What follows belongs to an exercise in optimizing a design on an open flow for small area; a production flow would make more cautious choices.
Only simulation tests tie the RTL to the original design; equivalence was not proved.
Power is estimated from default activity; no workload was simulated.

==> flow/design.v (outline; a module is shown in full before it is edited, if it fits) <==
// module conv_top: 1789 lines
// module cv_fa: 4 lines
// module cv_sel: 4 lines
// module cv_sel21: 3 lines
// module cv_sel2: 3 lines
// module cv_ha: 4 lines
module conv_top (
   input  logic         clk,
   input  logic         rst,
   input  logic [511:0] image,
   input  logic [71:0]  kernel,
   output logic [287:0] conv_out,
   output logic         layer_done_out
);
  // ...
==> flow/flow/run.sh <==
#!/bin/bash
# The standard layout (standard.sh, with the standard synthesis unchanged),
# with changes that only affect cell sizes:
#  - after synthesis, combinational cells that abc upsized are set back to
#    drive strength 1 (flow/downsize.tcl); the repair steps of the layout
#    upsize again where timing, slew or load need it;
#  - the port buffers that global placement inserts use buf_1;
#  - clock tree synthesis uses clkbuf_4/clkbuf_8 and adds no dummy loads.
# Each step's full output is in synth.log, downsize.log and layout.log here
# (and ORFS's per-step logs under orfs/logs).
set -e
export CTS_ARGS="-sink_clustering_enable -repair_clock_nets -dont_use_dummy_load -buf_list {sky130_fd_sc_hd__clkbuf_4 sky130_fd_sc_hd__clkbuf_8}"
export BUFFER_PORTS_ARGS="-buffer_cell sky130_fd_sc_hd__buf_1"
bash standard.sh synth > synth.log 2>&1
openroad -no_init -exit flow/downsize.tcl > downsize.log 2>&1
bash standard.sh > layout.log 2>&1
==> flow/flow/downsize.tcl <==
# Set combinational cells of the synthesized netlist to drive strength 1.
set odb orfs/results/sky130hd/conv_top/base/1_synth.odb
read_db $odb
set db [ord::get_db]
set block [ord::get_db_block]
set n 0
foreach inst [$block getInsts] {
   set m [$inst getMaster]
   set name [$m getName]
   if {[regexp {^(sky130_fd_sc_hd__([a-z0-9]+))_([0-9]+)$} $name -> base kind drive]} {
      if {$drive <= 1} continue
      if {[regexp {^(df|edf|sdf|dl|sdl|clk|conb|tap|fill|decap|diode|lpflow|probe)} $kind]} continue
      set new [$db findMaster ${base}_1]
      if {$new == "NULL" || $new == ""} continue
      $inst swapMaster $new
      incr n
   }
}
puts "downsized $n instances"
write_db $odb
==> flow/standard.sh <==
#!/bin/bash
# synth_recipe.tcl (not shown) runs the flow's synth.tcl, then flattens the netlist and writes it again
# the make line also repeats each setting of config.mk as NAME=value (left out here)
make -C /OpenROAD-flow-scripts/flow DESIGN_CONFIG=/design/flow/config.mk WORK_HOME=/design/flow/orfs CLKGATE_MAP_FILE= SYNTH_SCRIPT=/design/flow/synth_recipe.tcl "${@:-finish}"
==> flow/config.mk <==
export PLATFORM = sky130hd
export DESIGN_NAME = conv_top
export DESIGN_NICKNAME = conv_top
export VERILOG_FILES = /design/flow/design.v
export SDC_FILE = /design/flow/constraint.sdc
export NUM_CORES = 4
export LEC_CHECK = 0
export CAP_MARGIN = 20
export CORE_MARGIN = 2
export CORE_UTILIZATION = 30
export GPL_TIMING_DRIVEN = 0
export PLACE_DENSITY = 0.6
export SETUP_SLACK_MARGIN = 0.2
export SLEW_MARGIN = 20
export SYNTH_HIERARCHICAL = 1
export SYNTH_MINIMUM_KEEP_SIZE = 0
==> flow/constraint.sdc <==
create_clock -name core_clock -period 11.0 [get_ports {clk}]
set_input_delay 2.2000 -clock core_clock [delete_from_list [all_inputs] [get_ports {clk}]]
set_output_delay 2.2000 -clock core_clock [all_outputs]
set_load 0.01 [all_outputs]
==> results.toml, run 1 <==
[status]
outcome = "no timing/DRC/antenna violations"

[clock_tree]
h-tree-depth = 2
cts_tree = "built"
cts_buffer_depth = 3

[finish]
clkbuf_count = 56
antenna_cells = 19
largest_reg_flops = 288
clock_area_share_pct = 2.654
multi_input_area_um2 = 15240
mostFrequentLayoutCell = "buf_1"
multi_input_area_share_pct = 52.48
multiInputCombCellCount = 1318
layout_common_cells = "buf_1 (877), a222oi_1 (428), fa_1 (345)"

[route]
wl_per_cell_um = 34.68
vias_per_cell = 6.312
dr_total_vias = 23960
wl_mm = 131.6
wl_met2_mm = 56.16

[worst_hold_path]
hold_path.class = "reg -> reg"
worstHoldStart = "ring[122]"

[pwr]
power.density_nw_per_um2 = 343.2
p_int_uw = 5117
leakagePower_uw = 0.01012
p_comb_uw = 6940
power_switching_uw = 4848
pg_seq_uw = 2100
combPwrFrac_pct = 69.7

[critical_path]
critPathTopFamily = "adder cells"
rr_worst_depth = 25
cp-start-kind = "primary input"

[global_route]
grt.met2_usage_pct = 48.09
globalRouteTotalUtil_pct = 32.25
grtUsageMet3_pct = 14.15
grt_pass1_wl_mm = 175.7
met1_usage_pct = 40.41

[synth]
netlist_instances = 1804
synth_nets = 2789

[floorplanning]
start_util_pct = 30.31
core_area_um2 = 74570
fp.dieH_um = 278.5

[placed_design]
place_ws_ns = -1.059

[sta]
rsz0062_at_grt = "false"
holdWs_ns = 0.3189
max_slew_margin_pct = 21.36

[run]
maxCapViolCount = 0
==> inputs of run 2 (changes only) <==
--- a/flow/design.v
+++ b/flow/design.v
@@ -58,57 +58,60 @@
       assign pn[i][b] = ~(n0 & n1);
    end
 end
 always_ff @(posedge clk) begin
    p0 <= pn[0];
    p1 <= pn[1];
    p2 <= pn[2];
 end
-wire [7:0] w0 = {kernel[7] & (|kernel[0 +: 7]), kernel[0 +: 7]};
+logic [8:0] nz;
+always_ff @(posedge clk)
+   for (int n = 0; n < 9; n++) nz[n] <= |kernel[n*8 +: 6];
+wire [7:0] w0 = {kernel[7] & (kernel[6] | nz[0]), kernel[0 +: 7]};
 wire [2:0] e0_0 = {w0[1] & w0[0], w0[1] & ~w0[0], ~w0[1] & w0[0]};
 wire [2:0] e0_1 = {w0[3] & w0[2], w0[3] & ~w0[2], ~w0[3] & w0[2]};
 wire [2:0] e0_2 = {w0[5] & w0[4], w0[5] & ~w0[4], ~w0[5] & w0[4]};
 wire [2:0] e0_3 = {w0[7] & ~w0[6], w0[7] & w0[6], ~w0[7] & w0[6]};
-wire [7:0] w1 = {kernel[15] & (|kernel[8 +: 7]), kernel[8 +: 7]};
+wire [7:0] w1 = {kernel[15] & (kernel[14] | nz[1]), kernel[8 +: 7]};
 wire [2:0] e1_0 = {w1[1] & w1[0], w1[1] & ~w1[0], ~w1[1] & w1[0]};
 wire [2:0] e1_1 = {w1[3] & w1[2], w1[3] & ~w1[2], ~w1[3] & w1[2]};
 wire [2:0] e1_2 = {w1[5] & w1[4], w1[5] & ~w1[4], ~w1[5] & w1[4]};
 wire [2:0] e1_3 = {w1[7] & ~w1[6], w1[7] & w1[6], ~w1[7] & w1[6]};
-wire [7:0] w2 = {kernel[23] & (|kernel[16 +: 7]), kernel[16 +: 7]};
+wire [7:0] w2 = {kernel[23] & (kernel[22] | nz[2]), kernel[16 +: 7]};
 wire [2:0] e2_0 = {w2[1] & w2[0], w2[1] & ~w2[0], ~w2[1] & w2[0]};
 wire [2:0] e2_1 = {w2[3] & w2[2], w2[3] & ~w2[2], ~w2[3] & w2[2]};
 wire [2:0] e2_2 = {w2[5] & w2[4], w2[5] & ~w2[4], ~w2[5] & w2[4]};
 wire [2:0] e2_3 = {w2[7] & ~w2[6], w2[7] & w2[6], ~w2[7] & w2[6]};
-wire [7:0] w3 = {kernel[31] & (|kernel[24 +: 7]), kernel[24 +: 7]};
+wire [7:0] w3 = {kernel[31] & (kernel[30] | nz[3]), kernel[24 +: 7]};
 wire [2:0] e3_0 = {w3[1] & w3[0], w3[1] & ~w3[0], ~w3[1] & w3[0]};
 wire [2:0] e3_1 = {w3[3] & w3[2], w3[3] & ~w3[2], ~w3[3] & w3[2]};
 wire [2:0] e3_2 = {w3[5] & w3[4], w3[5] & ~w3[4], ~w3[5] & w3[4]};
 wire [2:0] e3_3 = {w3[7] & ~w3[6], w3[7] & w3[6], ~w3[7] & w3[6]};
-wire [7:0] w4 = {kernel[39] & (|kernel[32 +: 7]), kernel[32 +: 7]};
+wire [7:0] w4 = {kernel[39] & (kernel[38] | nz[4]), kernel[32 +: 7]};
 wire [2:0] e4_0 = {w4[1] & w4[0], w4[1] & ~w4[0], ~w4[1] & w4[0]};
 wire [2:0] e4_1 = {w4[3] & w4[2], w4[3] & ~w4[2], ~w4[3] & w4[2]};
 wire [2:0] e4_2 = {w4[5] & w4[4], w4[5] & ~w4[4], ~w4[5] & w4[4]};
 wire [2:0] e4_3 = {w4[7] & ~w4[6], w4[7] & w4[6], ~w4[7] & w4[6]};
-wire [7:0] w5 = {kernel[47] & (|kernel[40 +: 7]), kernel[40 +: 7]};
+wire [7:0] w5 = {kernel[47] & (kernel[46] | nz[5]), kernel[40 +: 7]};
 wire [2:0] e5_0 = {w5[1] & w5[0], w5[1] & ~w5[0], ~w5[1] & w5[0]};
 wire [2:0] e5_1 = {w5[3] & w5[2], w5[3] & ~w5[2], ~w5[3] & w5[2]};
 wire [2:0] e5_2 = {w5[5] & w5[4], w5[5] & ~w5[4], ~w5[5] & w5[4]};
 wire [2:0] e5_3 = {w5[7] & ~w5[6], w5[7] & w5[6], ~w5[7] & w5[6]};
-wire [7:0] w6 = {kernel[55] & (|kernel[48 +: 7]), kernel[48 +: 7]};
+wire [7:0] w6 = {kernel[55] & (kernel[54] | nz[6]), kernel[48 +: 7]};
 wire [2:0] e6_0 = {w6[1] & w6[0], w6[1] & ~w6[0], ~w6[1] & w6[0]};
 wire [2:0] e6_1 = {w6[3] & w6[2], w6[3] & ~w6[2], ~w6[3] & w6[2]};
 wire [2:0] e6_2 = {w6[5] & w6[4], w6[5] & ~w6[4], ~w6[5] & w6[4]};
 wire [2:0] e6_3 = {w6[7] & ~w6[6], w6[7] & w6[6], ~w6[7] & w6[6]};
-wire [7:0] w7 = {kernel[63] & (|kernel[56 +: 7]), kernel[56 +: 7]};
+wire [7:0] w7 = {kernel[63] & (kernel[62] | nz[7]), kernel[56 +: 7]};
 wire [2:0] e7_0 = {w7[1] & w7[0], w7[1] & ~w7[0], ~w7[1] & w7[0]};
 wire [2:0] e7_1 = {w7[3] & w7[2], w7[3] & ~w7[2], ~w7[3] & w7[2]};
 wire [2:0] e7_2 = {w7[5] & w7[4], w7[5] & ~w7[4], ~w7[5] & w7[4]};
 wire [2:0] e7_3 = {w7[7] & ~w7[6], w7[7] & w7[6], ~w7[7] & w7[6]};
-wire [7:0] w8 = {kernel[71] & (|kernel[64 +: 7]), kernel[64 +: 7]};
+wire [7:0] w8 = {kernel[71] & (kernel[70] | nz[8]), kernel[64 +: 7]};
 wire [2:0] e8_0 = {w8[1] & w8[0], w8[1] & ~w8[0], ~w8[1] & w8[0]};
 wire [2:0] e8_1 = {w8[3] & w8[2], w8[3] & ~w8[2], ~w8[3] & w8[2]};
 wire [2:0] e8_2 = {w8[5] & w8[4], w8[5] & ~w8[4], ~w8[5] & w8[4]};
 wire [2:0] e8_3 = {w8[7] & ~w8[6], w8[7] & w8[6], ~w8[7] & w8[6]};
 wire [7:0] p0n = ~p0;
 wire [9:0] p0x3;
 wire [8:1] p0c3;
 assign p0x3[0] = p0[0];
--- a/flow/config.mk
+++ b/flow/config.mk
@@ -5,12 +5,11 @@
 export SDC_FILE = /design/flow/constraint.sdc
 export NUM_CORES = 4
 export LEC_CHECK = 0
 export CAP_MARGIN = 20
 export CORE_MARGIN = 2
 export CORE_UTILIZATION = 30
 export GPL_TIMING_DRIVEN = 0
 export PLACE_DENSITY = 0.6
-export SETUP_SLACK_MARGIN = 0.2
 export SLEW_MARGIN = 20
 export SYNTH_HIERARCHICAL = 1
 export SYNTH_MINIMUM_KEEP_SIZE = 0
==> results.toml, run 2 <==
[status]
outcome = "no timing/DRC/antenna violations"

[placed_design]
io_buffers = 874
gp_congestion = 1.006
dp_cells = 3715
dp_hpwl_mm = 107.7

[critical_path]
worst-setup-path-type = "reg -> reg"
cp-start-kind = "flip-flop"
reg2reg_setup_slack_ns = 0.13
r2r_start = "p1[1]"
crit_fanout = 13
worstReg2RegEnd = "s1[18]"
rr_worst_depth = 25
endpoint_kind = "flip-flop"
required_ns = 11.46
cp.arrival_ns = 11.33

[pwr]
power.density_nw_per_um2 = 334.3
p_total_uw = 9713
ir_drop_mv = 0.4684
leakagePower_uw = 0.01013

[floorplanning]
fp.dieH_um = 279.8
dieArea_um2 = 78310
io_pins = 875
num_rows = 101
core_area_um2 = 75570
die_width_um = 279.8
start_util_pct = 30.20

[run]
maxCapViolCount = 0

[global_route]
antenna_found_initial = 38
grt_pass1_vias = 22890
grt-ovfl-total = 0
grt_max_degree = 46
grt_pass1_wl_mm = 177.3
globalRouteTotalUtil_pct = 32.62

[sta]
timing.final.crit_share_pct = 98.81
holdWs_ns = 0.2134
tightest_slew_ns = 1.139
finalSetupViolCount = 0
finalHoldViolCount = 0
finalMaxSlewViolations = 0
post-route-min-period_ns = 10.87
max_freq_mhz = 92.01
finalClockSkew_ns = 0.1937
max_slew_margin_pct = 24.09

[synth]
synth_nets = 2814
ys_warn_count = 7
synthesis.area_um2 = 22830
netlist_instances = 1829
synth.avg_cell_area_um2 = 12.48

[worst_hold_path]
hold_path.class = "reg -> reg"
hold_end = "ring[275]"
holdPathStages = 0
worstHoldStart = "ring[267]"

[clock_tree]
cts_buffer_depth = 3
clk_latency_ns = 0.75
cts_made_buffers = 60
cts_tree = "built"
h-tree-depth = 2
clock-sinks = 365
clkTransAtPathRegs_ns = 0.06
root_buffer = "clkbuf_8"

[finish]
fin_nets = 3813
areaGrowthSynthToFinish_pct = 27.29
mostFrequentLayoutCell = "buf_1"
largest_reg_flops = 288
layout_common_cells = "buf_1 (880), a222oi_1 (428), fa_1 (348)"
regMostFlops = "ring"
reg_top3 = "ring: 288 flops, s1: 19 flops, s0: 18 flops"
drive_gt1_share_pct = 6.016
final_cells = 3829

[route]
drc = 0
drt_iter0_markers = 5271
vias_per_cell = 6.261
wl_mm = 134.1
first_pass_iters = 15
wl_per_cell_um = 35.01
dr_total_vias = 23980
postRouteAntennaNets = 0
## run 2: how the worst max path moves through the flow
stage	slack [ns]	start	endpoint
floorplan	0.59	p0[1]	s1[18]
global placement	-0.53	p1[1]	s1[18]
detailed placement	-0.42	p0[0]	s1[18]
CTS	0.01	p0[1]	s1[18]
global route	-0.01	p2[1]	s1[18]
finish	0.13	p1[1]	s1[18]
## run 2: report_power, final
| group | internal, µW | switching, µW | total (µW) |
|---|---|---|---|
| Sequential | 1800 | 298 | 2100 |
| Clock | 476 | 498 | 974 |
| Combinational | 2790 | 3850 | 6640 |
| Total | 5070 | 4640 | 9710 |
## run 2: cell type report
cell class / count / area [µm²]
Multi-Input combinational cell: 1331 / 15070
Buffer: 11 / 41.29
Fill cell: 7686 / 46520
Timing Repair Buffer: 937 / 3976
Clock buffer: 60 / 825.8
Sequential cell: 365 / 7398
Antenna cell: 25 / 62.56
Tap cell: 978 / 1224
Inverter: 122 / 457.9
## run 2: what timing repair did
item / in CTS / in global routing
pin swaps: 2 / 14
resized for setup: 12 / 9
setup buffers: 1 / 27
hold buffers: 0 / 0
setup endpoints to repair: 2 / 4
## run 2: critical path, cell delays in order (launching register included)
cell and delay (ns):
dfxtp_4 0.44, ha_1 0.25, fa_1 0.38, fa_1 0.39
fa_1 0.42, fa_1 0.42, fa_2 0.42, fa_2 0.38
ha_1 0.66, a22oi_1 0.18, fa_1 0.58, fa_1 0.44
fa_1 0.53, fa_1 0.58, fa_1 0.45, fa_1 0.47
fa_1 0.41, fa_1 0.42, fa_1 0.41, fa_1 0.41
fa_1 0.41, fa_1 0.37, ha_1 0.20, fa_1 0.38
fa_1 0.38, ha_1 0.32
## run 2: per-layer routing
layer | share of wire, % | GRT usage, % | up-vias
li1 | - | - | 9587
met3 | 14 | 12.82 | 326
met5 | 0.21 | 0 | -
met1 | 38 | 41.89 | 11900
met2 | 42 | 47.48 | 2151
met4 | 5.6 | 16.37 | 12
## run 2: metrics by stage
| stage | setup TNS, ns | setup slack, ns | utilization [%] | area (µm²) |
|---|---|---|---|---|
| 3_3_place_gp | -2.154 | -0.5289 | 36.17 | 27330 |
| 3_5_place_dp | -0.8584 | -0.4214 | 36.87 | 27870 |
| 4_1_cts | 0 | 0.01396 | 38.01 | 28730 |
| 5_1_grt | -0.01404 | -0.01404 | 38.44 | 29050 |
| 6_report | 0 | 0.1313 | 38.45 | 29050 |
| 2_1_floorplan | 0 | 0.5900 | - | 22830 |
==> inputs of run 3 (changes only) <==
--- a/flow/config.mk
+++ b/flow/config.mk
@@ -7,7 +7,7 @@
 export LEC_CHECK = 0
 export CAP_MARGIN = 20
 export CORE_MARGIN = 2
-export CORE_UTILIZATION = 30
+export CORE_UTILIZATION = 35
 export GPL_TIMING_DRIVEN = 0
 export PLACE_DENSITY = 0.6
 export SLEW_MARGIN = 20
==> results.toml, run 3 <==
[synth]
synthesis.area_um2 = 22830
synth_nets = 2814
ys_warn_count = 7
synth.avg_cell_area_um2 = 12.48
netlist_instances = 1829

[finish]
final_util_pct = 44.62
drive_gt1_share_pct = 5.415
areaGrowthSynthToFinish_pct = 26.02
fin_nets = 3794
reg_top3 = "ring: 288 flops, s1: 19 flops, s0: 18 flops"
largest_reg_flops = 288
mostFrequentLayoutCell = "buf_1"
layout_common_cells = "buf_1 (880), a222oi_1 (428), fa_1 (348)"
num-fill-cells = 6271
regMostFlops = "ring"

[pwr]
sequentialPowerShare_pct = 22.2
leakagePower_uw = 0.01004
switching_share_pct = 46.82
combPwrFrac_pct = 67.5
clock_power_share_pct = 10.2
p_int_uw = 5014
power.density_nw_per_um2 = 327.8
power_switching_uw = 4414
ir_drop_mv = 0.5113
p_total_uw = 9428

[global_route]
grt_pass1_wl_mm = 176.8
grtUsageMet3_pct = 13.79
grt.met2_usage_pct = 59.04
met1_usage_pct = 44.35
antenna_found_initial = 38
globalRouteTotalUtil_pct = 37.71
grt_pass1_vias = 23720
grt_busiest_layer = "met2"
grt_max_degree = 48
grt-ovfl-total = 0

[route]
vias_per_cell = 6.564
drt_iter0_markers = 6068
wl_mm = 134.0
drc = 0
postRouteAntennaNets = 0
dr_total_vias = 24210
first_pass_iters = 13
wl_per_cell_um = 36.34

[run]
maxCapViolCount = 0

[placed_design]
gp_congestion = 1.020
io_buffers = 874
dp_hpwl_mm = 107.3

[clock_tree]
root_buffer = "clkbuf_8"
cts_buffer_depth = 3
cts_made_buffers = 59
clkTransAtPathRegs_ns = 0.06
clk_latency_ns = 0.68
clock-sinks = 365
h-tree-depth = 2
cts_tree = "built"

[floorplanning]
fp.dieH_um = 259.4
core_area_um2 = 64460
dieArea_um2 = 67280
io_pins = 875
die_width_um = 259.4
num_rows = 93
start_util_pct = 35.41

[sta]
tns_ns = 0
finalMaxSlewViolations = 0
post-route-min-period_ns = 10.85
rsz0062_at_grt = "false"
holdWs_ns = 0.2699
finalHoldViolCount = 0
max_slew_margin_pct = 27.83
finalClockSkew_ns = 0.08721
finalSetupViolCount = 0
max_freq_mhz = 92.17
timing.final.crit_share_pct = 98.63
tightest_slew_ns = 1.083

[critical_path]
cp-start-kind = "flip-flop"
r2r_start = "p1[2]"
critPathTopFamily = "adder cells"
cp_cell_sequence = "fa_1 -> fa_1 -> fa_1 -> fa_1 -> fa_2 -> fa_2 -> ha_1 -> a22oi_1 -> fa_1 -> fa_1 -> fa_1 -> fa_1 -> fa_1 -> fa_1 -> fa_1 -> fa_1 -> fa_1 -> fa_1 -> fa_1 -> fa_1 -> ha_1 -> fa_1 -> fa_1 -> ha_1"
endpoint_kind = "flip-flop"
slowest_stage = "ha_1"
worst-setup-path-type = "reg -> reg"
crit_buf_inv = 0
required_ns = 11.50
crit_fanout = 24
cpMostUsedCell = "fa_1"
cpPeakStageDelay_ns = 0.68
cp.arrival_ns = 11.35
startpoint = "p1[2]"

[worst_hold_path]
worstHoldStart = "ring[232]"
hold_path.class = "reg -> reg"

[status]
outcome = "no timing/DRC/antenna violations"
run 3: path summary, 6_finish.rpt:
check                            end  slack (ns)  cells past startpoint
min in group asynchronous      tq[3]        1.48                      1
setup reg to reg              s1[18]        0.15                     24
hold reg to reg            ring[240]        0.27                      0
max in group asynchronous      rq[1]        9.20                      1
setup / recovery              s1[18]        0.15                     24
hold / removal             ring[240]        0.27                      0
run 3: area by class of cell:
cell class	instances	area (µm²)	area share, %
diodes	26	65.06	0.2262
repair buffers	919	3847	13.38
inverters	122	457.9	1.592
plain buffers	11	41.29	0.1435
clock buffers	59	812.0	2.823
flip-flops and latches	365	7396	25.71
multi-input cells	1331	15070	52.41
well taps	855	1070	3.719
run 3: power groups by stage:
stage	combinational (µW)	clock (µW)	sequential (µW)
finish	6370	964	2100
global route	6900	1030	2130
CTS	6370	981	2090
detailed placement	6280	0	2110
global placement	6270	0	2110
floorplan	3650	0	2140
run 3: layer usage:
layer | up-vias | wire length, µm | part of all wire, %
li1 | 9551 | - | -
met1 | 12060 | 46520 | 35
met2 | 2199 | 60250 | 45
met3 | 394 | 18030 | 13
met4 | 8 | 9167 | 6.8
met5 | - | 49 | 0.037
run 3: repair_timing:
item / CTS / global route
buffers inserted: 0 / 25
hold buffers: 0 / 0
resized for setup: 11 / 10
pin swaps: 1 / 13
endpoints found under the setup margin: 4 / 3
run 3: per-stage QoR:
step | setup WS [ns] | area [µm²] | cells
6_report | 0.1510 | 28760 | 3688
3_5_place_dp | -0.4617 | 27610 | 3578
5_1_grt | 0.002541 | 28760 | 3685
3_3_place_gp | -0.6146 | 27180 | 3558
4_1_cts | 0.01251 | 28440 | 3637
2_1_floorplan | 0.5900 | 22830 | 1829
==> inputs of run 4 (changes only) <==
--- a/flow/config.mk
+++ b/flow/config.mk
@@ -10,6 +10,7 @@
 export CORE_UTILIZATION = 35
 export GPL_TIMING_DRIVEN = 0
 export PLACE_DENSITY = 0.6
+export SETUP_SLACK_MARGIN = 0.15
 export SLEW_MARGIN = 20
 export SYNTH_HIERARCHICAL = 1
 export SYNTH_MINIMUM_KEEP_SIZE = 0
==> results.toml, run 4 <==
[critical_path]
crit_fanout = 13
required_ns = 11.51
crit_buf_inv = 0
endpoint_kind = "flip-flop"
cp-start-kind = "flip-flop"
worst-setup-path-type = "reg -> reg"
slowest_stage = "fa_1"
startpoint = "p1[1]"
cp.arrival_ns = 11.25
critPathTopFamily = "adder cells"
r2r_start = "p1[1]"
cpMostUsedCell = "fa_1"
cpPeakStageDelay_ns = 0.54
reg2reg_setup_slack_ns = 0.26

[global_route]
grt_pass1_wl_mm = 177.3
globalRouteTotalUtil_pct = 37.83
grt_pass1_vias = 23790
antenna_found_initial = 37
grt_max_degree = 48
grt-ovfl-total = 0

[finish]
areaGrowthSynthToFinish_pct = 26.02
drive_gt1_share_pct = 5.488
final_cells = 3689
reg_top3 = "ring: 288 flops, s1: 19 flops, s0: 18 flops"
mostFrequentLayoutCell = "buf_1"
num-fill-cells = 6281
largest_reg_flops = 288
layout_common_cells = "buf_1 (880), a222oi_1 (428), fa_1 (347)"
regMostFlops = "ring"
fin_nets = 3793
final_util_pct = 44.62

[sta]
finalClockSkew_ns = 0.08979
layout_setup_ws_ns = 0.2571
max_freq_mhz = 93.08
holdWs_ns = 0.2704
timing.final.crit_share_pct = 97.66
post-route-min-period_ns = 10.74
finalMaxSlewViolations = 0
finalSetupViolCount = 0
rsz0062_at_grt = "true"
max_slew_margin_pct = 28.38
finalHoldViolCount = 0
tightest_slew_ns = 1.074

[clock_tree]
clk_latency_ns = 0.68
cts_made_buffers = 59
cts_buffer_depth = 3
h-tree-depth = 2
cts_tree = "built"
clock-sinks = 365
hold_buffers = 0
clkTransAtPathRegs_ns = 0.06
root_buffer = "clkbuf_8"

[pwr]
p_total_uw = 9445
clock_power_share_pct = 10.2
p_int_uw = 5030
power_switching_uw = 4415
switching_share_pct = 46.74
sequentialPowerShare_pct = 22.2
combPwrFrac_pct = 67.6
power.density_nw_per_um2 = 328.3
leakagePower_uw = 0.01003
ir_drop_mv = 0.5015

[synth]
synth_nets = 2814
synthesis.area_um2 = 22830
synth.avg_cell_area_um2 = 12.48
netlist_instances = 1829
ys_warn_count = 7

[route]
drt_iter0_markers = 6032
vias_per_cell = 6.540
first_pass_iters = 13
drc = 0
postRouteAntennaNets = 0
wl_per_cell_um = 36.32
wl_mm = 134.0
dr_total_vias = 24130

[placed_design]
dp_cells = 3578
io_buffers = 874
gp_congestion = 1.020
dp_hpwl_mm = 107.3
place_ws_ns = -0.4617

[floorplanning]
io_pins = 875
dieArea_um2 = 67280
start_util_pct = 35.41
num_rows = 93
fp.dieH_um = 259.4
core_area_um2 = 64460
die_width_um = 259.4

[status]
outcome = "no timing/DRC/antenna violations"

[run]
maxCapViolCount = 0

[worst_hold_path]
hold_path.class = "reg -> reg"
worstHoldStart = "ring[232]"
-- run 4: per-stage QoR --
| stage | cell area (µm²) | TNS [ns] |
|---|---|---|
| finish | 28770 | 0 |
| detailed placement | 27610 | -0.9074 |
| global route | 28750 | 0 |
| CTS | 28510 | 0 |
| floorplan | 22830 | 0 |
| global placement | 27180 | -1.543 |
-- run 4: cell type report --
class                           instances  area, µm²  share of cell area [%]
Multi-Input combinational cell       1331      15080                   52.43
Sequential cell                       365       7396                   25.71
Timing Repair Buffer                  918       3836                   13.34
Tap cell                              855       1070                   3.719
Clock buffer                           59      812.0                   2.823
Inverter                              122      457.9                   1.592
Antenna cell                           28      70.07                  0.2436
Buffer                                 11      41.29                  0.1435
-- run 4: power by group through the flow --
stage               Combinational (µW)  Clock (µW)  Sequential (µW)
global placement                  6270           0             2110
detailed placement                6280           0             2110
finish                            6380         963             2100
floorplan                         3650           0             2140
CTS                               6370         981             2090
global route                      6940        1030             2130
-- run 4: per-layer routing --
layer  wire, µm  up-vias  part of all wire, %  global-route usage [%]
li1           -     9557                    -                       -
met1      46660    12010                   35                   44.16
met2      59910     2165                   45                   59.07
met3      17690      391                   13                   14.15
met4       9687        8                  7.2                   23.08
met5         49        -                0.037                       0
-- run 4: final timing paths --
path | end | cells past startpoint
worst min-delay path | ring[240] | 0
worst max register to register | s1[18] | 25
worst min register to register | ring[240] | 0
max in group asynchronous | rq[1] | 1
worst max-delay path | s1[18] | 25
min in group asynchronous | tq[3] | 1
-- run 4: worst reg2reg max path, delay by kind of cell, from the launching register on --
kind	cells	cell delay (ns)
DFF	1	0.44
adders and majority gates	24	9.73
AOI/OAI and AO/OA	1	0.45
-- run 4: timing repair --
item                                    in CTS  in global routing
gates resized for setup                     15                  9
buffers inserted                             7                 17
cloned                                       0                  0
pin swaps                                    9                  8
endpoints found under the setup margin      10                  4
==> inputs of run 5 (changes only) <==
--- a/flow/config.mk
+++ b/flow/config.mk
@@ -7,10 +7,9 @@
 export LEC_CHECK = 0
 export CAP_MARGIN = 20
 export CORE_MARGIN = 2
-export CORE_UTILIZATION = 35
+export CORE_UTILIZATION = 40
 export GPL_TIMING_DRIVEN = 0
 export PLACE_DENSITY = 0.6
-export SETUP_SLACK_MARGIN = 0.15
 export SLEW_MARGIN = 20
 export SYNTH_HIERARCHICAL = 1
 export SYNTH_MINIMUM_KEEP_SIZE = 0
==> results.toml, run 5 <==
[status]
outcome = "aborted with a tool error"
haltStage = "I/O pin placement"
toolErrorMsg = "[ERROR PPL-0024] Number of IO pins (875) exceeds maximum number of available positions (874). Increase the die perimeter from 971.52um to 1190.00um."

[synth]
synthesis.area_um2 = 22830
synth.avg_cell_area_um2 = 12.48
synth_nets = 2814
netlist_instances = 1829
ys_warn_count = 7

[floorplanning]
die_width_um = 242.9
fp.dieH_um = 242.9
start_util_pct = 40.48
num_rows = 87

## what the ideal ports hide
The results above use ideal ports. As a check the final layouts listed here were re-extracted and re-timed, cells and wires unchanged.
Step 1 (the two cells are an assumption about what drives the block):
set clk [get_ports {clk}]
set_driving_cell -lib_cell sky130_fd_sc_hd__clkbuf_16 $clk
set_driving_cell -lib_cell sky130_fd_sc_hd__buf_2 [delete_from_list [all_inputs] $clk]
Step 2 adds t to the input delays and takes it off the output delays; t is the mean of the earliest and latest rising clock arrival at the registers after step 1. Input paths then give back, and output paths get back, about the clock's delay inside the block.
Three values: ideal, step 1, step 2; two values: the first two.
run | t, ns | slack for setup (ns) | worst hold slack (ns) | latest minus earliest clock arrival (ns) | slew at the worst register clock pin (ns)
run 1 | 0.653 | 0.241 / 0.273 / -0.380 | 0.319 / 0.319 / 0.319 | 0.098 / 0.097 | 0.07 / 0.07
run 2 | 0.721 | 0.131 / 0.131 / -0.328 | 0.213 / 0.213 / 0.213 | 0.194 / 0.194 | 0.06 / 0.06
run 3 | 0.693 | 0.151 / 0.151 / -0.321 | 0.270 / 0.270 / 0.270 | 0.093 / 0.093 | 0.07 / 0.07
run 4 | 0.697 | 0.257 / 0.257 / -0.284 | 0.270 / 0.270 / 0.270 | 0.094 / 0.094 | 0.07 / 0.07
Met with ideal ports but missed after step 2: setup timing in every run listed. The setup slack of run 1, which loses most, moves by +0.032 ns with the drivers and by -0.621 ns with both steps.
